From an optimization exercise on the open Yosys and OpenROAD flow, aimed at a short achievable clock period and few clock cycles; shortcuts taken in it are not production practice.
Function was checked by simulation only, so behaviour that the tests miss may differ from the original.
No activity file was given, so power comes from the tool's default toggle rates.

==> flow/design.v (outline; a module is shown in full before it is edited, if it fits) <==
// module add_32: 6 lines
// module MUX2T1_32: 7 lines
// module MUX8T1_32: 22 lines
// module REG32: 11 lines
// module cmp_32: 30 lines
// module ImmGen: 26 lines
// module Regs: 26 lines
// module REG_IF_IS: 24 lines
// module FU_ALU: 82 lines
// module FU_mem: 50 lines
// module mul_csa1: 112 lines
// module mul_csa2: 45 lines
// module FU_div: 48 lines
// module FU_jump: 33 lines
// module CtrlUnit: 500 lines
// module RV32core: 446 lines
// module lzc32: 15 lines
module  RV32core(
        input clk,   
        input rst,   
        output[31:0] imem_addr,
        input[31:0] imem_data,
        output[31:0] dmem_addr,
        output[31:0] dmem_wdata,
        output dmem_we,
        output[1:0] dmem_size,
        input[31:0] dmem_rdata
    );
  // ...
==> flow/run.sh <==
#!/bin/bash
# synth_recipe.tcl (not shown) runs the flow's synth.tcl, then flattens the netlist and writes it again
# the make line also repeats each setting of config.mk as NAME=value (left out here)
make -C /OpenROAD-flow-scripts/flow DESIGN_CONFIG=/design/flow/config.mk WORK_HOME=/design/flow/orfs CLKGATE_MAP_FILE= SYNTH_SCRIPT=/design/flow/synth_recipe.tcl finish
==> flow/config.mk <==
export PLATFORM = sky130hd
export DESIGN_NAME = RV32core
export DESIGN_NICKNAME = RV32core
export VERILOG_FILES = /design/flow/design.v
export SDC_FILE = /design/flow/constraint.sdc
export NUM_CORES = 4
export LEC_CHECK = 0
export ABC_CLOCK_PERIOD_IN_PS = 3000
export CAP_MARGIN = 20
export CELL_PAD_IN_SITES_DETAIL_PLACEMENT = 1
export CELL_PAD_IN_SITES_GLOBAL_PLACEMENT = 2
export CORE_MARGIN = 2
export CORE_UTILIZATION = 60
export PLACE_DENSITY = 0.7
export SETUP_SLACK_MARGIN = 5
export SLEW_MARGIN = 20
export SYNTH_MEMORY_MAX_BITS = 16384
==> flow/constraint.sdc <==
create_clock -name core_clock -period 12.0 [get_ports {clk}]
set_input_delay 2.4000 -clock core_clock [delete_from_list [all_inputs] [get_ports {clk}]]
set_output_delay 2.4000 -clock core_clock [all_outputs]
set_load 0.01 [all_outputs]
==> key figures, run 1 <==
Logic synthesis
  – Most frequent cell after synthesis: edfxtp_1
  – EDFF count, synth: just under 2000
  – Post-synthesis adder-cell area fraction: 0.157
  – Yosys warns: 1
  – #FFs+latches synth: 3095
  – Mapped Area: 190000 um^2
  – Primary FF master, synth: edfxtp_1
  – Synth cell count leaders: 1958 x edfxtp_1, 1866 x nor2_1, 1684 x nand2_1
  – Seq/Total Area, Yosys: 0.433
  – Synth Area per Inst: between 10 and 15 um^2
  – Post-synth ARST share: 0.0439
  – Post-synthesis simple-gate area fraction: 0.113
  – Syn Nets: about 20000
  – Top cell type by total area after synthesis: edfxtp_1
  – Post-synthesis mux area share: 0.0602
  – XOR/XNOR Fraction of Synth Area: 0.0247
  – Synth Area in Compound Gates: 0.152
  – Number of cells produced by synthesis: about 18000
  – Synth unique cells: 126
  – Synth area leaders: edfxtp_1 31%, fa_1 12%, dfxtp_1 11%, ha_1 3.8%, nor2_1 3.7%
  – Synth top area share: 0.309
  – Largest family of logic cells by synthesized area: adder cells

Die
  – Die height: ~570 um
  – Cell Rows: between 200 and 250
  – Initial Util: 0.604
  – Die W: roughly 570 um

Outcome
  – Stop err: [ERROR GPL-0301] Utilization 100.469 % exceeds 100%.
  – Status: stopped before the end
  – Last step reached: global placement without I/O
Testbench counts, summed over its fixed seeds: cycles 53,005.
==> module RV32core, before the edit <==
module  RV32core(
        input clk,   
        input rst,   
        output[31:0] imem_addr,
        input[31:0] imem_data,
        output[31:0] dmem_addr,
        output[31:0] dmem_wdata,
        output dmem_we,
        output[1:0] dmem_size,
        input[31:0] dmem_rdata
    );
    reg [31:0] pc_f;
    assign imem_addr = pc_f;
    reg        d_v;
    reg [31:0] d_ir, d_pc;
    reg        d_fhit, d_ft, d_fact;      
    reg [31:0] d_ftgt;                    
    reg [31:0] d_off, d_pc4;              
    reg [31:1] d_oh1, d_oh2;              
    reg        e_v, e_wen;
    reg [4:0]  e_rd;
    reg [31:0] e_a, e_b, e_sd, e_c, e_tgt, e_pc4;
    reg        e_fa_em, e_fa_mw, e_fb_em, e_fb_mw, e_fs_em, e_fs_mw;
    reg        e_xa_em, e_xa_mw, e_xb_em, e_xb_mw;    
    reg        e_da_em, e_da_mw, e_db_em, e_db_mw;    
    reg        e_ca_em, e_ca_mw, e_cb_em, e_cb_mw;    
    reg        e_sub, e_r_sum, e_r_slt, e_r_sltu, e_r_xor, e_r_or, e_r_and, e_r_sll, e_r_sr, e_r_pass;
    reg        e_sra;
    reg        e_ld, e_st, e_br, e_jal, e_jalr, e_mul, e_div, e_pred;
    reg [31:0] e_pc;
    reg        e_jp;                      
    reg [31:0] e_jc;                      
    reg [2:0]  e_f3;
    reg        m_v, m_wen, m_ld, m_mul, m_mulhi, m_we;
    reg [4:0]  m_rd;
    reg [2:0]  m_f3;
    reg [31:0] m_res, m_sd;
    reg [703:0] m_rows;
    reg        m_bu, m_bt;                
    reg [31:0] m_bpc, m_btgt;
    reg        w_v, w_wen, w_mul, w_mulhi;
    reg [4:0]  w_rd;
    reg [31:0] w_res;
    reg [63:0] w_ms, w_mc;
    reg [31:0] rf [1:31];
    reg [31:1] rf_ok;
    reg [63:0]  bp_v;
    reg [8:0]   bp_e [0:63];              
    wire m_bloc = (m_btgt[31:9] == m_bpc[31:9]) & (m_btgt[1:0] == 2'd0) & (m_bpc[1:0] == 2'd0);
    always @(posedge clk or posedge rst) begin
        if (rst) bp_v <= 64'd0;
        else if (m_bu & m_bloc) bp_v[m_bpc[7:2]] <= 1'b1;
    end
    always @(posedge clk) begin
        if (m_bu & m_bloc) bp_e[m_bpc[7:2]] <= {m_bpc[8], m_bt, m_btgt[8:2]};
    end
    wire [5:0]  f_i = pc_f[7:2];
    genvar h;
    generate
        for (h = 0; h < 32; h = h + 1) begin : bt1
            wire [9:0] x = f_i[0] ? {bp_v[2*h+1], bp_e[2*h+1]} : {bp_v[2*h], bp_e[2*h]};
        end
        for (h = 0; h < 16; h = h + 1) begin : bt2
            wire [9:0] x = f_i[1] ? bt1[2*h+1].x : bt1[2*h].x;
        end
        for (h = 0; h < 8; h = h + 1) begin : bt3
            wire [9:0] x = f_i[2] ? bt2[2*h+1].x : bt2[2*h].x;
        end
        for (h = 0; h < 4; h = h + 1) begin : bt4
            wire [9:0] x = f_i[3] ? bt3[2*h+1].x : bt3[2*h].x;
        end
        for (h = 0; h < 2; h = h + 1) begin : bt5
            wire [9:0] x = f_i[4] ? bt4[2*h+1].x : bt4[2*h].x;
        end
    endgenerate
    wire [9:0]  f_e = f_i[5] ? bt5[1].x : bt5[0].x;
    wire        f_v     = f_e[9] & (f_e[8] == pc_f[8]) & (pc_f[1:0] == 2'd0);
    wire        f_t     = f_e[7];
    wire        f_act   = f_v & f_t;
    wire [31:0] f_tgt   = {pc_f[31:9], f_e[6:0], 2'b00};
    wire [63:0] w_prod = w_ms + w_mc;
    wire [31:0] w_val = w_mul ? (w_mulhi ? w_prod[63:32] : w_prod[31:0]) : w_res;
    wire        w_we = w_v & w_wen;
    always @(posedge clk or posedge rst) begin
        if (rst) rf_ok <= 31'd0;
        else begin
            if (w_we) rf_ok[w_rd] <= 1'b1;
            if (dv_we) rf_ok[dv_rd] <= 1'b1;
        end
    end
    always @(posedge clk) begin
        if (w_we) rf[w_rd] <= w_val;
        if (dv_we) rf[dv_rd] <= div_out;
    end
    wire [6:0] opc = d_ir[6:0];
    wire [2:0] f3  = d_ir[14:12];
    wire [4:0] rd  = d_ir[11:7];
    wire [4:0] rs1 = d_ir[19:15];
    wire [4:0] rs2 = d_ir[24:20];
    wire is_lui   = opc == 7'b0110111;
    wire is_auipc = opc == 7'b0010111;
    wire is_jal   = opc == 7'b1101111;
    wire is_jalr  = opc == 7'b1100111;
    wire is_br    = opc == 7'b1100011;
    wire is_ld    = opc == 7'b0000011;
    wire is_st    = opc == 7'b0100011;
    wire is_opi   = opc == 7'b0010011;
    wire is_op    = opc == 7'b0110011;
    wire is_md    = is_op & d_ir[25];
    wire is_mul   = is_md & ~f3[2];
    wire is_div   = is_md & f3[2];
    wire is_alu   = is_opi | (is_op & ~d_ir[25]);
    wire [31:0] imm_i = {{20{d_ir[31]}}, d_ir[31:20]};
    wire [31:0] imm_s = {{20{d_ir[31]}}, d_ir[31:25], d_ir[11:7]};
    wire [31:0] imm_u = {d_ir[31:12], 12'b0};
    wire use1 = ~(is_lui | is_auipc | is_jal);
    wire use2 = is_op | is_st | is_br;
    wire wrd  = is_lui | is_auipc | is_jal | is_jalr | is_ld | is_opi | is_op;
    wire wen  = wrd & (rd != 5'd0);
    wire [31:1] rsel1 = d_oh1 & rf_ok;
    wire [31:1] rsel2 = d_oh2 & rf_ok;
    genvar g;
    generate
        for (g = 0; g < 16; g = g + 1) begin : ra1
            wire [31:0] p = (g == 0 ? 32'd0 : {32{rsel1[2*g]}} & rf[2*g]) | ({32{rsel1[2*g+1]}} & rf[2*g+1]);
            wire [31:0] q = (g == 0 ? 32'd0 : {32{rsel2[2*g]}} & rf[2*g]) | ({32{rsel2[2*g+1]}} & rf[2*g+1]);
        end
        for (g = 0; g < 8; g = g + 1) begin : ra2
            wire [31:0] p = ra1[2*g].p | ra1[2*g+1].p;
            wire [31:0] q = ra1[2*g].q | ra1[2*g+1].q;
        end
        for (g = 0; g < 4; g = g + 1) begin : ra3
            wire [31:0] p = ra2[2*g].p | ra2[2*g+1].p;
            wire [31:0] q = ra2[2*g].q | ra2[2*g+1].q;
        end
        for (g = 0; g < 2; g = g + 1) begin : ra4
            wire [31:0] p = ra3[2*g].p | ra3[2*g+1].p;
            wire [31:0] q = ra3[2*g].q | ra3[2*g+1].q;
        end
    endgenerate
    wire [31:0] rf1 = ra4[0].p | ra4[1].p;
    wire [31:0] rf2 = ra4[0].q | ra4[1].q;
    wire wt1 = w_we & (w_rd == rs1);
    wire wt2 = w_we & (w_rd == rs2);
    wire [31:0] rv1 = wt1 ? w_val : rf1;
    wire [31:0] rv2 = wt2 ? w_val : rf2;
    wire fe1 = e_v & e_wen & (e_rd == rs1);
    wire fe2 = e_v & e_wen & (e_rd == rs2);
    wire fm1 = m_v & m_wen & (m_rd == rs1);
    wire fm2 = m_v & m_wen & (m_rd == rs2);
    wire slow_e = e_ld | e_mul;
    wire hz = d_v & ((e_v & slow_e & e_wen & ((use1 & e_rd == rs1) | (use2 & e_rd == rs2))) |
                     (m_v & m_mul & m_wen & ((use1 & m_rd == rs1) | (use2 & m_rd == rs2))));
    wire [31:0] d_tgt = d_pc + d_off;
    wire pred_br = d_fhit ? d_ft : (d_ir[31] | f3[0]);
    wire pred_d  = is_jal | (is_br & pred_br);
    wire [31:0] div_out;
    wire [31:0] ea = e_fa_em ? m_res : e_fa_mw ? w_res : e_a;
    wire [31:0] eb = e_fb_em ? m_res : e_fb_mw ? w_res : e_b;
    wire [31:0] es = e_fs_em ? m_res : e_fs_mw ? w_res : e_sd;
    wire [31:0] xa = e_xa_em ? m_res : e_xa_mw ? w_res : e_a;
    wire [31:0] xb = e_xb_em ? m_res : e_xb_mw ? w_res : e_b;
    wire [31:0] ebx = e_sub ? ~eb : eb;
    wire [32:0] esum33 = {1'b0, ea} + {1'b0, ebx} + {32'd0, e_sub};
    wire [31:0] esum = esum33[31:0];
    wire e_ltu_s = ~esum33[32];
    wire e_lt_s  = (ea[31] ^ eb[31]) ? ea[31] : esum[31];
    wire [31:0] ca = e_ca_em ? m_res : e_ca_mw ? w_res : e_a;
    wire [31:0] cb = e_cb_em ? m_res : e_cb_mw ? w_res : e_b;
    wire e_eq  = ca == cb;
    wire e_ltu = ca < cb;
    wire e_lt  = (ca[31] ^ cb[31]) ? ca[31] : (ca[30:0] < cb[30:0]);
    wire [31:0] e_shl = ea << eb[4:0];
    wire [63:0] e_shr64 = {{32{e_sra & ea[31]}}, ea} >> eb[4:0];
    wire [31:0] e_shr = e_shr64[31:0];
    wire [31:0] e_res = ({32{e_r_sum}}  & esum) |
                        ({32{e_r_slt}}  & {31'd0, e_lt_s}) |
                        ({32{e_r_sltu}} & {31'd0, e_ltu_s}) |
                        ({32{e_r_xor}}  & (ea ^ eb)) |
                        ({32{e_r_or}}   & (ea | eb)) |
                        ({32{e_r_and}}  & (ea & eb)) |
                        ({32{e_r_sll}}  & e_shl) |
                        ({32{e_r_sr}}   & e_shr) |
                        ({32{e_r_pass}} & e_c);
    wire e_cond  = e_f3[2] ? (e_f3[1] ? e_ltu : e_lt) : e_eq;
    wire e_taken = e_cond ^ e_f3[0];
    wire e_jok   = e_jp & (ea == e_jc);
    wire redir_e = e_v & ((e_jalr & ~e_jok) | (e_br & (e_taken ^ e_pred)));
    wire [31:0] tgt_e = e_jalr ? esum : (e_pred ? e_pc4 : e_tgt);
    wire [703:0] mul_rows;
    mul_csa1 mul1(.a(xa), .b(xb), .sa(~(e_f3[1] & e_f3[0])), .sb(~e_f3[1]), .rows(mul_rows));
    localparam DV_IDLE = 3'd0, DV_PREP = 3'd1, DV_SHFT = 3'd2, DV_ITER = 3'd3, DV_FIN = 3'd4;
    reg [2:0]  dv_st;
    reg [31:0] dv_a, dv_b;       
    reg [5:0]  dv_lza, dv_lzb;   
    reg        dv_na, dv_nb;     
    reg [5:0]  dv_sc;            
    reg [4:0]  dv_n;             
    reg [31:0] dv_q, dv_r;
    reg [33:0] dv_d3;
    reg        dv_nq, dv_nr, dv_rem;
    reg [4:0]  dv_rd;
    reg        dv_wen;
    wire [31:0] da = e_da_em ? m_res : e_da_mw ? w_res : e_a;
    wire [31:0] db = e_db_em ? m_res : e_db_mw ? w_res : e_b;
    wire e_dv = e_v & e_div;
    wire dv_sa = ~e_f3[0] & da[31];
    wire dv_sb = ~e_f3[0] & db[31];
    wire [31:0] dv_ma = dv_sa ? -da : da;
    wire [31:0] dv_mb = dv_sb ? -db : db;
    wire dv_bz = ~|db;
    wire [5:0] lza_raw, lzb_raw;
    lzc32 lzc_a(.x(dv_sa ? ~da : da), .n(lza_raw));
    lzc32 lzc_b(.x(dv_sb ? ~db : db), .n(lzb_raw));
    wire [5:0] lza = (dv_na && dv_lza != 6'd0) ? dv_lza - 6'd1 : dv_lza;
    wire [5:0] lzb = (dv_nb && dv_lzb == 6'd32) ? 6'd31 : dv_lzb;      
    wire [6:0] dv_s  = 7'd31 - {1'b0, lzb} + {1'b0, lza};
    wire [5:0] dv_scn = dv_s[5] ? 6'd32 : {1'b0, dv_s[4:1], 1'b0};
    wire [63:0] dv_sh = {32'd0, dv_a} << dv_sc;
    wire [33:0] dv_r4 = {dv_r, dv_q[31:30]};
    wire [34:0] dv_t1 = {1'b0, dv_r4} - {3'd0, dv_b};
    wire [34:0] dv_t2 = {1'b0, dv_r4} - {2'd0, dv_b, 1'b0};
    wire [34:0] dv_t3 = {1'b0, dv_r4} - {1'b0, dv_d3};
    wire dv_we = (dv_st == DV_FIN) & dv_wen;
    wire [31:0] dv_qo = dv_nq ? -dv_q : dv_q;
    wire [31:0] dv_ro = dv_nr ? -dv_r : dv_r;
    assign div_out = dv_rem ? dv_ro : dv_qo;
    always @(posedge clk or posedge rst) begin
        if (rst) dv_st <= DV_IDLE;
        else case (dv_st)
            DV_IDLE: if (e_dv) dv_st <= dv_bz ? DV_FIN : DV_PREP;
            DV_PREP: dv_st <= DV_SHFT;
            DV_SHFT: dv_st <= (dv_n == 5'd0) ? DV_FIN : DV_ITER;
            DV_ITER: if (dv_n == 5'd1) dv_st <= DV_FIN;
            default: dv_st <= DV_IDLE;
        endcase
    end
    always @(posedge clk) begin
        case (dv_st)
            DV_IDLE: begin
                dv_r <= dv_ma;
                dv_q <= 32'hffffffff;
                dv_a <= dv_ma;
                dv_b <= dv_mb;
                dv_lza <= lza_raw;
                dv_lzb <= lzb_raw;
                dv_na <= dv_sa;
                dv_nb <= dv_sb;
                dv_nq <= (dv_sa ^ dv_sb) & ~dv_bz;
                dv_nr <= dv_sa;
                dv_rem <= e_f3[1];
                dv_rd <= e_rd;
                dv_wen <= e_wen;
            end
            DV_PREP: begin
                dv_sc <= dv_scn;
                dv_n <= 5'd16 - dv_scn[5:1];
                dv_d3 <= {2'd0, dv_b} + {1'b0, dv_b, 1'b0};
            end
            DV_SHFT: begin
                dv_r <= dv_sh[63:32];
                dv_q <= dv_sh[31:0];
            end
            DV_ITER: begin
                dv_n <= dv_n - 5'd1;
                if (~dv_t3[34]) begin
                    dv_r <= dv_t3[31:0];
                    dv_q <= {dv_q[29:0], 2'd3};
                end
                else if (~dv_t2[34]) begin
                    dv_r <= dv_t2[31:0];
                    dv_q <= {dv_q[29:0], 2'd2};
                end
                else if (~dv_t1[34]) begin
                    dv_r <= dv_t1[31:0];
                    dv_q <= {dv_q[29:0], 2'd1};
                end
                else begin
                    dv_r <= dv_r4[31:0];
                    dv_q <= {dv_q[29:0], 2'd0};
                end
            end
            default: ;
        endcase
    end
    wire m_inr = ~|m_res[31:7];
    wire [31:0] m_ld_val =
        ~m_inr ? 32'd0 :
        m_f3[1] ? dmem_rdata :
        m_f3[0] ? {m_f3[2] ? 16'd0 : {16{dmem_rdata[15]}}, dmem_rdata[15:0]} :
                  {m_f3[2] ? 24'd0 : {24{dmem_rdata[7]}}, dmem_rdata[7:0]};
    wire [63:0] m_ms, m_mc;
    mul_csa2 mul2(.rows(m_rows), .s(m_ms), .c(m_mc));
    assign dmem_addr  = m_res;
    assign dmem_wdata = m_sd;
    assign dmem_size  = m_f3[1:0];
    assign dmem_we    = m_we & m_inr;
    wire [31:0] f_pc4 = pc_f + 32'd4;
    wire [6:0]  f_opc = imem_data[6:0];
    wire [31:0] f_oh1w = 32'd1 << imem_data[19:15];
    wire [31:0] f_oh2w = 32'd1 << imem_data[24:20];
    wire [31:1] f_oh1 = f_oh1w[31:1];
    wire [31:1] f_oh2 = f_oh2w[31:1];
    wire [31:0] f_off = (f_opc == 7'b0010111) ? {imem_data[31:12], 12'b0} :
                        (f_opc == 7'b1101111) ? {{11{imem_data[31]}}, imem_data[31], imem_data[19:12], imem_data[20], imem_data[30:21], 1'b0} :
                        {{19{imem_data[31]}}, imem_data[31], imem_data[7], imem_data[30:25], imem_data[11:8], 1'b0};
    wire dv_pend = dv_st != DV_IDLE;
    wire [4:0] dv_drd = dv_pend ? dv_rd : e_rd;
    wire dv_dwen = dv_pend ? dv_wen : e_wen;
    wire hzd = d_v & (dv_pend | (e_v & e_div)) &
               (is_div | (dv_dwen & ((use1 & rs1 == dv_drd) | (use2 & rs2 == dv_drd) | (wen & rd == dv_drd))));
    wire stall_d = hz | hzd;
    wire redir_d = d_v & ~stall_d & ((is_jal | is_br) ? ((pred_d ^ d_fact) | (pred_d & ~d_fhit)) :
                                     (~is_jalr & d_fact));
    wire [31:0] tgt_d = pred_d ? d_tgt : d_pc4;
    always @(posedge clk or posedge rst) begin
        if (rst) begin
            pc_f <= 32'd0;
            d_v <= 1'b0;
        end
        else if (redir_e) begin
            pc_f <= tgt_e;
            d_v <= 1'b0;
        end
        else if (~stall_d) begin
            if (redir_d) begin
                pc_f <= tgt_d;
                d_v <= 1'b0;
            end
            else begin
                pc_f <= f_act ? f_tgt : f_pc4;
                d_v <= 1'b1;
            end
        end
    end
    always @(posedge clk) begin
        if (~stall_d) begin
            d_ir <= imem_data;
            d_pc <= pc_f;
            d_pc4 <= f_pc4;
            d_off <= f_off;
            d_oh1 <= f_oh1;
            d_oh2 <= f_oh2;
            d_fhit <= f_v;
            d_ft <= f_t;
            d_fact <= f_act;
            d_ftgt <= f_tgt;
        end
    end
    always @(posedge clk or posedge rst) begin
        if (rst) e_v <= 1'b0;
        else e_v <= d_v & ~stall_d & ~redir_e;
    end
    always @(posedge clk) begin
        begin
            e_wen <= wen;
            e_rd <= rd;
            e_a <= rv1;
            e_b <= use2 & ~is_st ? rv2 : is_st ? imm_s : imm_i;
            e_sd <= rv2;
            e_c <= is_lui ? imm_u : is_auipc ? d_tgt : d_pc4;
            e_tgt <= d_tgt;
            e_pc4 <= d_pc4;
            e_fa_em <= use1 & fe1;
            e_fa_mw <= use1 & fm1;
            e_fb_em <= use2 & ~is_st & fe2;
            e_fb_mw <= use2 & ~is_st & fm2;
            e_fs_em <= fe2;
            e_fs_mw <= fm2;
            e_xa_em <= is_mul & fe1;
            e_xa_mw <= is_mul & fm1;
            e_xb_em <= is_mul & fe2;
            e_xb_mw <= is_mul & fm2;
            e_da_em <= is_div & fe1;
            e_da_mw <= is_div & fm1;
            e_db_em <= is_div & fe2;
            e_db_mw <= is_div & fm2;
            e_ca_em <= is_br & fe1;
            e_ca_mw <= is_br & fm1;
            e_cb_em <= is_br & fe2;
            e_cb_mw <= is_br & fm2;
            e_sub <= is_br | (is_op & f3 == 3'd0 & d_ir[30]) | ((is_op | is_opi) & f3[2:1] == 2'b01);
            e_r_sum <= is_ld | is_st | (is_alu & f3 == 3'd0);
            e_r_slt <= is_alu & f3 == 3'd2;
            e_r_sltu <= is_alu & f3 == 3'd3;
            e_r_xor <= is_alu & f3 == 3'd4;
            e_r_or <= is_alu & f3 == 3'd6;
            e_r_and <= is_alu & f3 == 3'd7;
            e_r_sll <= is_alu & f3 == 3'd1;
            e_r_sr <= is_alu & f3 == 3'd5;
            e_r_pass <= is_lui | is_auipc | is_jal | is_jalr;
            e_sra <= d_ir[30];
            e_ld <= is_ld;
            e_st <= is_st;
            e_br <= is_br;
            e_jalr <= is_jalr;
            e_mul <= is_mul;
            e_div <= is_div;
            e_pred <= pred_br;
            e_jal <= is_jal;
            e_pc <= d_pc;
            e_jp <= d_fact & d_fhit;
            e_jc <= d_ftgt - imm_i;
            e_f3 <= f3;
        end
    end
    always @(posedge clk or posedge rst) begin
        if (rst) begin
            m_v <= 1'b0;
            m_we <= 1'b0;
            m_bu <= 1'b0;
        end
        else begin
            m_v <= e_v & ~e_div;
            m_bu <= e_v & (e_br | e_jal | e_jalr);
            m_we <= e_v & e_st;
        end
    end
    always @(posedge clk) begin
        m_wen <= e_wen;
        m_rd <= e_rd;
        m_ld <= e_ld;
        m_mul <= e_mul;
        m_mulhi <= e_f3 != 3'd0;
        m_f3 <= e_f3;
        m_res <= e_res;
        m_sd <= es;
        m_rows <= mul_rows;
        m_bt <= e_taken | e_jal | e_jalr;
        m_bpc <= e_pc;
        m_btgt <= e_jalr ? esum : e_tgt;
    end
    always @(posedge clk or posedge rst) begin
        if (rst) w_v <= 1'b0;
        else w_v <= m_v;
    end
    always @(posedge clk) begin
        w_wen <= m_wen;
        w_rd <= m_rd;
        w_mul <= m_mul;
        w_mulhi <= m_mulhi;
        w_res <= m_ld ? m_ld_val : m_res;
        w_ms <= m_ms;
        w_mc <= m_mc;
    end
endmodule
==> inputs of run 2 (changes only) <==
--- a/flow/design.v
+++ b/flow/design.v
@@ -1050,2 +1050,3 @@
     assign imem_addr = pc_f;
+    reg [5:0]  f_ix;                      
     reg        d_v;
@@ -1053,4 +1054,3 @@
     reg        d_fhit, d_ft, d_fact;      
-    reg [31:0] d_ftgt;                    
-    reg [31:0] d_off, d_pc4;              
+    reg [6:0]  d_ftgt;                    
     reg [31:1] d_oh1, d_oh2;              
@@ -1059,6 +1059,9 @@
     reg [31:0] e_a, e_b, e_sd, e_c, e_tgt, e_pc4;
-    reg        e_fa_em, e_fa_mw, e_fb_em, e_fb_mw, e_fs_em, e_fs_mw;
-    reg        e_xa_em, e_xa_mw, e_xb_em, e_xb_mw;    
-    reg        e_da_em, e_da_mw, e_db_em, e_db_mw;    
-    reg        e_ca_em, e_ca_mw, e_cb_em, e_cb_mw;    
+    reg        e_fa_em, e_fb_em, e_fs_em;        
+    reg        e_la_em, e_lb_em;                 
+    reg        e_sa_em;                          
+    reg [31:0] e_bx;                             
+    reg        e_xa_em, e_xb_em;    
+    reg        e_da_em, e_db_em;    
+    reg        e_ca_em, e_cb_em;    
     reg        e_sub, e_r_sum, e_r_slt, e_r_sltu, e_r_xor, e_r_or, e_r_and, e_r_sll, e_r_sr, e_r_pass;
@@ -1077,2 +1080,6 @@
     reg [31:0] m_bpc, m_btgt;
+    reg [31:0] m_addr;                    
+    reg        w_bu, w_bt;                
+    reg [8:2]  w_bpc;
+    reg [6:0]  w_btgt;
     reg        w_v, w_wen, w_mul, w_mulhi;
@@ -1087,9 +1094,19 @@
     always @(posedge clk or posedge rst) begin
+        if (rst) w_bu <= 1'b0;
+        else w_bu <= m_bu & m_bloc;
+    end
+    always @(posedge clk) begin
+        w_bt <= m_bt;
+        w_bpc <= m_bpc[8:2];
+        w_btgt <= m_btgt[8:2];
+    end
+    always @(posedge clk or posedge rst) begin
         if (rst) bp_v <= 64'd0;
-        else if (m_bu & m_bloc) bp_v[m_bpc[7:2]] <= 1'b1;
+        else if (w_bu) bp_v[w_bpc[7:2]] <= 1'b1;
     end
     always @(posedge clk) begin
-        if (m_bu & m_bloc) bp_e[m_bpc[7:2]] <= {m_bpc[8], m_bt, m_btgt[8:2]};
+        if (w_bu) bp_e[w_bpc[7:2]] <= {w_bpc[8], w_bt, w_btgt};
     end
-    wire [5:0]  f_i = pc_f[7:2];
+    wire [5:0]  f_i = f_ix;
+    wire [5:0]  f_j = pc_f[7:2];
     genvar h;
@@ -1097,22 +1114,28 @@
         for (h = 0; h < 32; h = h + 1) begin : bt1
-            wire [9:0] x = f_i[0] ? {bp_v[2*h+1], bp_e[2*h+1]} : {bp_v[2*h], bp_e[2*h]};
+            wire [2:0] x = f_i[0] ? {bp_v[2*h+1], bp_e[2*h+1][8:7]} : {bp_v[2*h], bp_e[2*h][8:7]};
+            wire [6:0] y = f_j[0] ? bp_e[2*h+1][6:0] : bp_e[2*h][6:0];
         end
         for (h = 0; h < 16; h = h + 1) begin : bt2
-            wire [9:0] x = f_i[1] ? bt1[2*h+1].x : bt1[2*h].x;
+            wire [2:0] x = f_i[1] ? bt1[2*h+1].x : bt1[2*h].x;
+            wire [6:0] y = f_j[1] ? bt1[2*h+1].y : bt1[2*h].y;
         end
         for (h = 0; h < 8; h = h + 1) begin : bt3
-            wire [9:0] x = f_i[2] ? bt2[2*h+1].x : bt2[2*h].x;
+            wire [2:0] x = f_i[2] ? bt2[2*h+1].x : bt2[2*h].x;
+            wire [6:0] y = f_j[2] ? bt2[2*h+1].y : bt2[2*h].y;
         end
         for (h = 0; h < 4; h = h + 1) begin : bt4
-            wire [9:0] x = f_i[3] ? bt3[2*h+1].x : bt3[2*h].x;
+            wire [2:0] x = f_i[3] ? bt3[2*h+1].x : bt3[2*h].x;
+            wire [6:0] y = f_j[3] ? bt3[2*h+1].y : bt3[2*h].y;
         end
         for (h = 0; h < 2; h = h + 1) begin : bt5
-            wire [9:0] x = f_i[4] ? bt4[2*h+1].x : bt4[2*h].x;
+            wire [2:0] x = f_i[4] ? bt4[2*h+1].x : bt4[2*h].x;
+            wire [6:0] y = f_j[4] ? bt4[2*h+1].y : bt4[2*h].y;
         end
     endgenerate
-    wire [9:0]  f_e = f_i[5] ? bt5[1].x : bt5[0].x;
-    wire        f_v     = f_e[9] & (f_e[8] == pc_f[8]) & (pc_f[1:0] == 2'd0);
-    wire        f_t     = f_e[7];
+    wire [2:0]  f_d = f_i[5] ? bt5[1].x : bt5[0].x;
+    wire [6:0]  f_g = f_j[5] ? bt5[1].y : bt5[0].y;
+    wire        f_v     = f_d[2] & (f_d[1] == pc_f[8]) & (pc_f[1:0] == 2'd0);
+    wire        f_t     = f_d[0];
     wire        f_act   = f_v & f_t;
-    wire [31:0] f_tgt   = {pc_f[31:9], f_e[6:0], 2'b00};
+    wire [31:0] f_tgt   = {pc_f[31:9], f_g, 2'b00};
     wire [63:0] w_prod = w_ms + w_mc;
@@ -1181,4 +1204,4 @@
     wire wt2 = w_we & (w_rd == rs2);
-    wire [31:0] rv1 = wt1 ? w_val : rf1;
-    wire [31:0] rv2 = wt2 ? w_val : rf2;
+    wire [31:0] rv1 = wt1 ? w_res : rf1;
+    wire [31:0] rv2 = wt2 ? w_res : rf2;
     wire fe1 = e_v & e_wen & (e_rd == rs1);
@@ -1189,4 +1212,10 @@
     wire hz = d_v & ((e_v & slow_e & e_wen & ((use1 & e_rd == rs1) | (use2 & e_rd == rs2))) |
-                     (m_v & m_mul & m_wen & ((use1 & m_rd == rs1) | (use2 & m_rd == rs2))));
-    wire [31:0] d_tgt = d_pc + d_off;
+                     (m_v & m_mul & m_wen & ((use1 & m_rd == rs1) | (use2 & m_rd == rs2))) |
+                     (w_v & w_mul & w_wen & ((use1 & w_rd == rs1) | (use2 & w_rd == rs2))));
+    wire [31:0] d_tu = d_pc + imm_u;
+    wire [31:0] d_tj = d_pc + {{11{d_ir[31]}}, d_ir[31], d_ir[19:12], d_ir[20], d_ir[30:21], 1'b0};
+    wire [31:0] d_tb = d_pc + {{19{d_ir[31]}}, d_ir[31], d_ir[7], d_ir[30:25], d_ir[11:8], 1'b0};
+    wire [31:0] d_tgt = is_auipc ? d_tu : is_jal ? d_tj : d_tb;
+    wire [31:0] d_pc4 = d_pc + 32'd4;
+    wire d_sub = is_br | (is_op & f3 == 3'd0 & d_ir[30]) | ((is_op | is_opi) & f3[2:1] == 2'b01);
     wire pred_br = d_fhit ? d_ft : (d_ir[31] | f3[0]);
@@ -1194,14 +1223,15 @@
     wire [31:0] div_out;
-    wire [31:0] ea = e_fa_em ? m_res : e_fa_mw ? w_res : e_a;
-    wire [31:0] eb = e_fb_em ? m_res : e_fb_mw ? w_res : e_b;
-    wire [31:0] es = e_fs_em ? m_res : e_fs_mw ? w_res : e_sd;
-    wire [31:0] xa = e_xa_em ? m_res : e_xa_mw ? w_res : e_a;
-    wire [31:0] xb = e_xb_em ? m_res : e_xb_mw ? w_res : e_b;
-    wire [31:0] ebx = e_sub ? ~eb : eb;
-    wire [32:0] esum33 = {1'b0, ea} + {1'b0, ebx} + {32'd0, e_sub};
+    wire [31:0] aa = e_fa_em ? m_res : e_a;
+    wire [31:0] ab = e_fb_em ? (m_res ^ {32{e_sub}}) : e_bx;
+    wire [31:0] ea = e_la_em ? m_res : e_a;
+    wire [31:0] eb = e_lb_em ? m_res : e_b;
+    wire [31:0] es = e_fs_em ? m_res : e_sd;
+    wire [31:0] xa = e_xa_em ? m_res : e_a;
+    wire [31:0] xb = e_xb_em ? m_res : e_b;
+    wire [32:0] esum33 = {1'b0, aa} + {1'b0, ab} + {32'd0, e_sub};
     wire [31:0] esum = esum33[31:0];
     wire e_ltu_s = ~esum33[32];
-    wire e_lt_s  = (ea[31] ^ eb[31]) ? ea[31] : esum[31];
-    wire [31:0] ca = e_ca_em ? m_res : e_ca_mw ? w_res : e_a;
-    wire [31:0] cb = e_cb_em ? m_res : e_cb_mw ? w_res : e_b;
+    wire e_lt_s  = (aa[31] ^ ab[31]) ? esum[31] : aa[31];    
+    wire [31:0] ca = e_ca_em ? m_res : e_a;
+    wire [31:0] cb = e_cb_em ? m_res : e_b;
     wire e_eq  = ca == cb;
@@ -1221,2 +1251,11 @@
                         ({32{e_r_pass}} & e_c);
+    wire [31:0] sa = e_sa_em ? m_res : e_a;
+    wire [7:0]  st_lo = {1'b0, sa[6:0]} + {1'b0, e_b[6:0]};
+    wire [24:0] st_x = sa[31:7];
+    wire [24:0] st_y = e_b[31:7];
+    wire [24:0] st_or  = st_x | st_y;
+    wire [24:0] st_and = st_x & st_y;
+    wire st_z0 = (st_x ^ st_y) == {st_or[23:0], 1'b0};
+    wire st_z1 = ~(st_x ^ st_y) == {st_and[23:0], 1'b0};
+    wire st_inr = st_lo[7] ? st_z1 : st_z0;
     wire e_cond  = e_f3[2] ? (e_f3[1] ? e_ltu : e_lt) : e_eq;
@@ -1240,4 +1279,4 @@
     reg        dv_wen;
-    wire [31:0] da = e_da_em ? m_res : e_da_mw ? w_res : e_a;
-    wire [31:0] db = e_db_em ? m_res : e_db_mw ? w_res : e_b;
+    wire [31:0] da = e_da_em ? m_res : e_a;
+    wire [31:0] db = e_db_em ? m_res : e_b;
     wire e_dv = e_v & e_div;
@@ -1322,3 +1361,3 @@
     end
-    wire m_inr = ~|m_res[31:7];
+    wire m_inr = ~|m_addr[31:7];
     wire [31:0] m_ld_val =
@@ -1328,10 +1367,13 @@
                   {m_f3[2] ? 24'd0 : {24{dmem_rdata[7]}}, dmem_rdata[7:0]};
+    wire [31:0] m_fwd = m_ld ? m_ld_val : m_res;
+    wire [31:0] av1 = fm1 ? m_fwd : rv1;
+    wire [31:0] av2 = fm2 ? m_fwd : rv2;
+    wire [31:0] d_bv = use2 & ~is_st ? av2 : is_st ? imm_s : imm_i;
     wire [63:0] m_ms, m_mc;
     mul_csa2 mul2(.rows(m_rows), .s(m_ms), .c(m_mc));
-    assign dmem_addr  = m_res;
+    assign dmem_addr  = m_addr;
     assign dmem_wdata = m_sd;
     assign dmem_size  = m_f3[1:0];
-    assign dmem_we    = m_we & m_inr;
+    assign dmem_we    = m_we;
     wire [31:0] f_pc4 = pc_f + 32'd4;
-    wire [6:0]  f_opc = imem_data[6:0];
     wire [31:0] f_oh1w = 32'd1 << imem_data[19:15];
@@ -1340,5 +1382,2 @@
     wire [31:1] f_oh2 = f_oh2w[31:1];
-    wire [31:0] f_off = (f_opc == 7'b0010111) ? {imem_data[31:12], 12'b0} :
-                        (f_opc == 7'b1101111) ? {{11{imem_data[31]}}, imem_data[31], imem_data[19:12], imem_data[20], imem_data[30:21], 1'b0} :
-                        {{19{imem_data[31]}}, imem_data[31], imem_data[7], imem_data[30:25], imem_data[11:8], 1'b0};
     wire dv_pend = dv_st != DV_IDLE;
@@ -1352,2 +1391,13 @@
     wire [31:0] tgt_d = pred_d ? d_tgt : d_pc4;
+    wire f_s_e = redir_e;
+    wire f_s_d = ~redir_e & ~stall_d & redir_d;
+    wire f_s_t = ~redir_e & ~stall_d & ~redir_d & f_act;
+    wire f_s_4 = ~redir_e & ~stall_d & ~redir_d & ~f_act;
+    wire f_s_h = ~redir_e & stall_d;
+    wire [5:0] f_ix_n = ({6{f_s_e}} & tgt_e[7:2]) | ({6{f_s_d}} & tgt_d[7:2]) |
+                        ({6{f_s_t}} & f_tgt[7:2]) | ({6{f_s_4}} & f_pc4[7:2]) | ({6{f_s_h}} & f_ix);
+    always @(posedge clk or posedge rst) begin
+        if (rst) f_ix <= 6'd0;
+        else f_ix <= f_ix_n;
+    end
     always @(posedge clk or posedge rst) begin
@@ -1376,4 +1426,2 @@
             d_pc <= pc_f;
-            d_pc4 <= f_pc4;
-            d_off <= f_off;
             d_oh1 <= f_oh1;
@@ -1383,3 +1431,3 @@
             d_fact <= f_act;
-            d_ftgt <= f_tgt;
+            d_ftgt <= f_tgt[8:2];
         end
@@ -1394,5 +1442,6 @@
             e_rd <= rd;
-            e_a <= rv1;
-            e_b <= use2 & ~is_st ? rv2 : is_st ? imm_s : imm_i;
-            e_sd <= rv2;
+            e_a <= av1;
+            e_b <= d_bv;
+            e_bx <= d_bv ^ {32{d_sub}};
+            e_sd <= av2;
             e_c <= is_lui ? imm_u : is_auipc ? d_tgt : d_pc4;
@@ -1401,20 +1450,14 @@
             e_fa_em <= use1 & fe1;
-            e_fa_mw <= use1 & fm1;
             e_fb_em <= use2 & ~is_st & fe2;
-            e_fb_mw <= use2 & ~is_st & fm2;
             e_fs_em <= fe2;
-            e_fs_mw <= fm2;
+            e_la_em <= use1 & fe1 & ~(is_ld | is_st);
+            e_lb_em <= use2 & ~is_st & fe2 & ~is_br;
+            e_sa_em <= is_st & fe1;
             e_xa_em <= is_mul & fe1;
-            e_xa_mw <= is_mul & fm1;
             e_xb_em <= is_mul & fe2;
-            e_xb_mw <= is_mul & fm2;
             e_da_em <= is_div & fe1;
-            e_da_mw <= is_div & fm1;
             e_db_em <= is_div & fe2;
-            e_db_mw <= is_div & fm2;
             e_ca_em <= is_br & fe1;
-            e_ca_mw <= is_br & fm1;
             e_cb_em <= is_br & fe2;
-            e_cb_mw <= is_br & fm2;
-            e_sub <= is_br | (is_op & f3 == 3'd0 & d_ir[30]) | ((is_op | is_opi) & f3[2:1] == 2'b01);
+            e_sub <= d_sub;
             e_r_sum <= is_ld | is_st | (is_alu & f3 == 3'd0);
@@ -1439,3 +1482,3 @@
             e_jp <= d_fact & d_fhit;
-            e_jc <= d_ftgt - imm_i;
+            e_jc <= {d_pc[31:9], d_ftgt, 2'b00} - imm_i;
             e_f3 <= f3;
@@ -1452,3 +1495,3 @@
             m_bu <= e_v & (e_br | e_jal | e_jalr);
-            m_we <= e_v & e_st;
+            m_we <= e_v & e_st & st_inr;
         end
@@ -1468,2 +1511,3 @@
         m_btgt <= e_jalr ? esum : e_tgt;
+        m_addr <= esum;
     end
==> flow/flow/run.sh (new file) <==
#!/bin/bash
set -euo pipefail
echo "export SETUP_SLACK_MARGIN = 8" >> config.mk
echo "export BUFFER_PORTS_ARGS = -buffer_cell sky130_fd_sc_hd__buf_4" >> config.mk
bash standard.sh > standard.log 2>&1
==> flow/standard.sh (new file) <==
#!/bin/bash
# synth_recipe.tcl (not shown) runs the flow's synth.tcl, then flattens the netlist and writes it again
# the make line also repeats each setting of config.mk as NAME=value (left out here)
make -C /OpenROAD-flow-scripts/flow DESIGN_CONFIG=/design/flow/config.mk WORK_HOME=/design/flow/orfs CLKGATE_MAP_FILE= SYNTH_SCRIPT=/design/flow/synth_recipe.tcl "${@:-finish}"
--- a/flow/config.mk
+++ b/flow/config.mk
@@ -12,6 +12,7 @@
 export CORE_MARGIN = 2
-export CORE_UTILIZATION = 60
-export PLACE_DENSITY = 0.7
-export SETUP_SLACK_MARGIN = 5
+export CORE_UTILIZATION = 50
+export PLACE_DENSITY = 0.62
 export SLEW_MARGIN = 20
 export SYNTH_MEMORY_MAX_BITS = 16384
+export SETUP_SLACK_MARGIN = 8
+export BUFFER_PORTS_ARGS = -buffer_cell sky130_fd_sc_hd__buf_4
removed: flow/run.sh
==> run 2 against run 1 <==
  * Now clean on timing, DRC and antenna
  * Synthesized cell count grew 1.3%
  * Synthesized area grew 1.0%
==> key figures, run 2 <==
Logic synthesis
  – Synth top area share: 0.297 (was 0.309)
  – Largest family of logic cells by synthesized area: adder cells (unchanged)
  – Syn Nets: 20571 (was 20250)
  – Synth Area per Inst: 10.3 um^2 (about the same)
  – Post-synthesis adder-cell area fraction: 0.161 (was 0.157)
  – Number of cells produced by synthesis: 18722 (was 18477)
  – Top cell type by total area after synthesis: edfxtp_1 (unchanged)
  – Post-synth ARST share: 0.0459 (was 0.0439)
  – XOR/XNOR Fraction of Synth Area: 0.0296 (was 0.0247)
  – Yosys warns: 1 (unchanged)
  – Synth area leaders: edfxtp_1 30%, fa_1 12%, dfxtp_1 11%, ha_1 4.2%, o21ai_0 3.6% (was edfxtp_1 31%, fa_1 12%, dfxtp_1 11%, ha_1 3.8%, nor2_1 3.7%)
  – Post-synthesis simple-gate area fraction: 0.113 (about the same)
  – Synth cell count leaders: 1898 x edfxtp_1, 1777 x nor2_1, 1715 x nand2_1 (was 1958 x edfxtp_1, 1866 x nor2_1, 1684 x nand2_1)
  – Synth unique cells: 112 (was 126)
  – Mapped Area: 192000 um^2 (was 190000 um^2)
  – EDFF count, synth: 1898 (was 1958)
  – Post-synthesis mux area share: 0.0584 (was 0.0602)
  – #FFs+latches synth: 3115 (was 3095)
  – Seq/Total Area, Yosys: 0.427 (was 0.433)
  – Primary FF master, synth: edfxtp_1 (unchanged)
  – Most frequent cell after synthesis: edfxtp_1 (unchanged)
  – Synth Area in Compound Gates: 0.151 (was 0.152)

Die
  – Core footprint: 382000 um^2
  – Die height: 624 um (was 567 um)
  – Cell Rows: 227 (was 206)
  – Die W: 624 um (was 567 um)
  – Initial Util: 0.502 (was 0.604)
  – Die ar.: 389000 um^2
  – IO Count: about 170

Routing
  – DRC viols: 0
  – Routed via count: 170447
  – Antenna Violating Nets Remaining: 0
  – DR WL/cell: 40.1 um
  – Final wirelength: approximately 970000 um
  – DRT Pass-1 Iters: 11
  – DR vias/cell: roughly 7
  – DRT iter0 DRCs: approximately 27000

GRT
  – First-pass GRT wire length: 1320000 um
  – Initial antenna violation count: 99
  – Largest net degree at the start of global routing: 79
  – Vias in the first global route: 167857
  – Grt total ovfl: 0
  – Global Route Usage Sum: 0.483

Clocking
  – Post-CTS Hold Fix Bufs: 0
  – Max Root-Sink Buffers: 4
  – CTS root buffer: clkbuf_16
  – Clk Latency, worst-skew pair: ~1000 ps
  – CTS tree: yes
  – TritonCTS Buffers: approximately 360
  – Clock tree sinks: approximately 3100
  – H-tree depth: 5
  – Clock slew at reported path FFs: about 60 ps

Worst setup path
  – Slowest CP cell: edfxtp_1
  – Delay-heaviest family, CP: compound AO/OA/AOI/OAI gates
  – Crit path arrival time: 5250 ps
  – Crit path kind: flop to flop
  – CP max stage delay: ~440 ps
  – CP Cell Sequence: buf_12 > and4b_2 > nand3_4 > clkinv_8 > nand2_4 > o21ai_2 > ha_2 > fa_2 > a21o_1 > a22oi_2 > a21oi_2 > a221o_1 > o22ai_4 > buf_12 > o21ai_4 > a211oi_4 > buf_6 > o2111a_1 > a211oi_2 > a211oi_1 > a211oi_1
  – Max FO, Critical Path: 7
  – Crit end category: flop
  – CP Launch Type: flop
  – Worst path required time: about 13000 ps
  – CP bufs+invs: 4

Worst hold path
  – Hold Path Class: flop to flop

Run
  – Max-Cap Viols: 0

STA
  – Clk_skew: 97.5 ps
  – Setup TNS: 0 ps
  – Rel. slew slack: 0.0709
  – Slew @ Worst Pin: between 1000 and 1500 ps
  – Fin. Hold Viols: 0
  – Final Worst Setup Slack: 7590 ps
  – Fin crit period: between 4000 and 5000 ps
  – Final slew viol count: 0
  – Final setup vio count: 0
  – F_max: about 0.23 GHz
  – Period utilisation layout: 0.368
  – Unrepaired setup endpoints after global routing: yes

Final layout
  – Multi-input logic area: about 100000 um^2
  – Fill cells: around 40000
  – Most frequent cells in the layout: 1898 x edfxtp_1, 1701 x nor2_1, 1648 x nand2_1
  – Commonest non-fill, non-tap cell in the layout: edfxtp_1
  – Most flops, register: rf
  – Max FFs per register: just under 1000
  – Core Util, Final: 0.581
  – Area grow syn2layout: 15.6%
  – Sequential Area: about 82000 um^2
  – Layout cells sized above 1: 0.167
  – Final nets: about 21000

Place
  – GPL Wtd Cong: between 1 and 1.5
  – DP HPWL: ~630000 um
  – Port-buffer cells: 164
  – Dpl ws: ~6400 ps

Power
  – P_leak: roughly 90 nW
  – Cell Pwr Density: roughly 230 nW/um^2
  – Peak VDD IR: between 0.15 and 0.2 mV

Outcome
  – Status: finished clean (was stopped before the end)
-- run 2: cell types whose count changed after synthesis, moves of 52 or more --
| cell | delta |
|---|---|
| a21oi_1 | -91 |
| dfxtp_1 | +73 |
| edfxtp_1 | -60 |
| ha_1 | +73 |
| inv_1 | +52 |
| mux2_2 | +149 |
| mux2i_1 | -151 |
| nor2_1 | -89 |
| xor2_1 | +66 |
-- run 2: worst paths after layout --
path / startpoint / to / slack, ps / depth (start not counted)
worst max-delay path: d_ir[5]$_DFFE_PN_ / pc_f[29]$_DFFE_PP0P_ / 7590 / 21
worst min-delay path: e_pc[14]$_DFF_P_ / m_bpc[14]$_DFF_P_ / 270 / 0
worst max register to register: d_ir[5]$_DFFE_PN_ / pc_f[29]$_DFFE_PP0P_ / 7590 / 21
worst min register to register: e_pc[14]$_DFF_P_ / m_bpc[14]$_DFF_P_ / 270 / 0
max in group asynchronous: rst / pc_f[22]$_DFFE_PP0P_ / 8440 / 4
min in group asynchronous: rst / m_we$_DFF_PP0_ / 1560 / 2
-- run 2: cell families after synthesis --
kind of cell / count (synthesis)
and+or+nand+nor: 4894
AOI/OAI and AO/OA: 4407
buffers and inverters: 3033
xor gates and xnor gates: 647
adders and majority gates: 1783
DFF: 3115
muxes: 843
-- run 2: area by class of cell --
class	instances	share of cell area
repair buffers	1104	0.0479
well taps	5038	0.0284
multi-input cells	12585	0.469
repair inverters	3	0.0000676
inverters	1665	0.0284
clock buffers	466	0.0450
diodes	132	0.00149
flip-flops and latches	3115	0.371
clock inverters	177	0.00909
-- run 2: report_power, final --
| part | internal, mW | leakage (nW) | switching [mW] | total, mW |
|---|---|---|---|---|
| combinational | 8.86 | 54.8 | 16.3 | 25.2 |
| sequential | 13.5 | 28.1 | 1.65 | 15.2 |
| clock | 6.59 | 5.88 | 5.00 | 11.6 |
-- run 2: routing by layer --
metal | vias to the layer above | part of all wire | track usage
met5 | - | 0.00054 | 0.00593
met4 | 42 | 0.096 | 0.364
met3 | 4591 | 0.14 | 0.176
met2 | 14015 | 0.41 | 0.695
met1 | 85458 | 0.35 | 0.592
li1 | 66341 | - | -
-- run 2: worst reg2reg max path, stage by stage (launching register included) --
cell and delay, ps:
edfxtp_1 440, buf_12 160, and4b_2 230, nand3_4 180, clkinv_8 110, nand2_4 70
o21ai_2 50, ha_2 210, fa_2 350, a21o_1 210, a22oi_2 240, a21oi_2 120
a221o_1 400, o22ai_4 220, buf_12 160, o21ai_4 80, a211oi_4 290, buf_6 160
o2111a_1 190, a211oi_2 60, a211oi_1 260, a211oi_1 90
-- run 2: what timing repair did --
action | CTS | global route
gates resized for setup | 599 | 580
cloned | 24 | 22
pin swaps | 122 | 179
setup endpoints to repair | 1911 | 1311
setup buffers | 255 | 153
-- run 2: through the flow --
step	total power [mW]	hold slack, ps	std cells	area [um^2]
6_report	51.9	267	24285	222000
5_1_grt	53.6	262	24223	222000
4_1_cts	49.4	272	23977	218000
3_5_place_dp	36.3	313	23055	200000
3_3_place_gp	35.8	310	23053	200000
2_1_floorplan	27.7	310	18722	192000
Testbench counts of run 2, summed over its fixed seeds: cycles 53,476.

## port drivers added, routing unchanged
The flow's constraints put no driver on any port. The routed layout listed below was extracted and timed again, unchanged, in two steps. Step 1: set_driving_cell puts a clkbuf_16 on clk and a buf_2 on each other input, an assumption about the parent block. Step 2, shift: input delay + t, output delay - t, t = (earliest + latest rising clock arrival at the registers) / 2. This alone moves slack from input paths to output paths. Three values: no drivers, after step 1, after step 2; two values: the first two.
run: run 2
t (ns): 1.120
setup slack, ns: 7.589 / 7.589 / 7.255
hold WS [ns]: 0.267 / 0.267 / 0.267
slew at the worst register clock pin (ns): 0.07 / 0.07
worst slew at a driven data input, ns: 0.29
After both steps setup and hold are still met in run 2. The setup slack of run 2 moves by 0.000 ns with the drivers and by -0.334 ns with both steps.
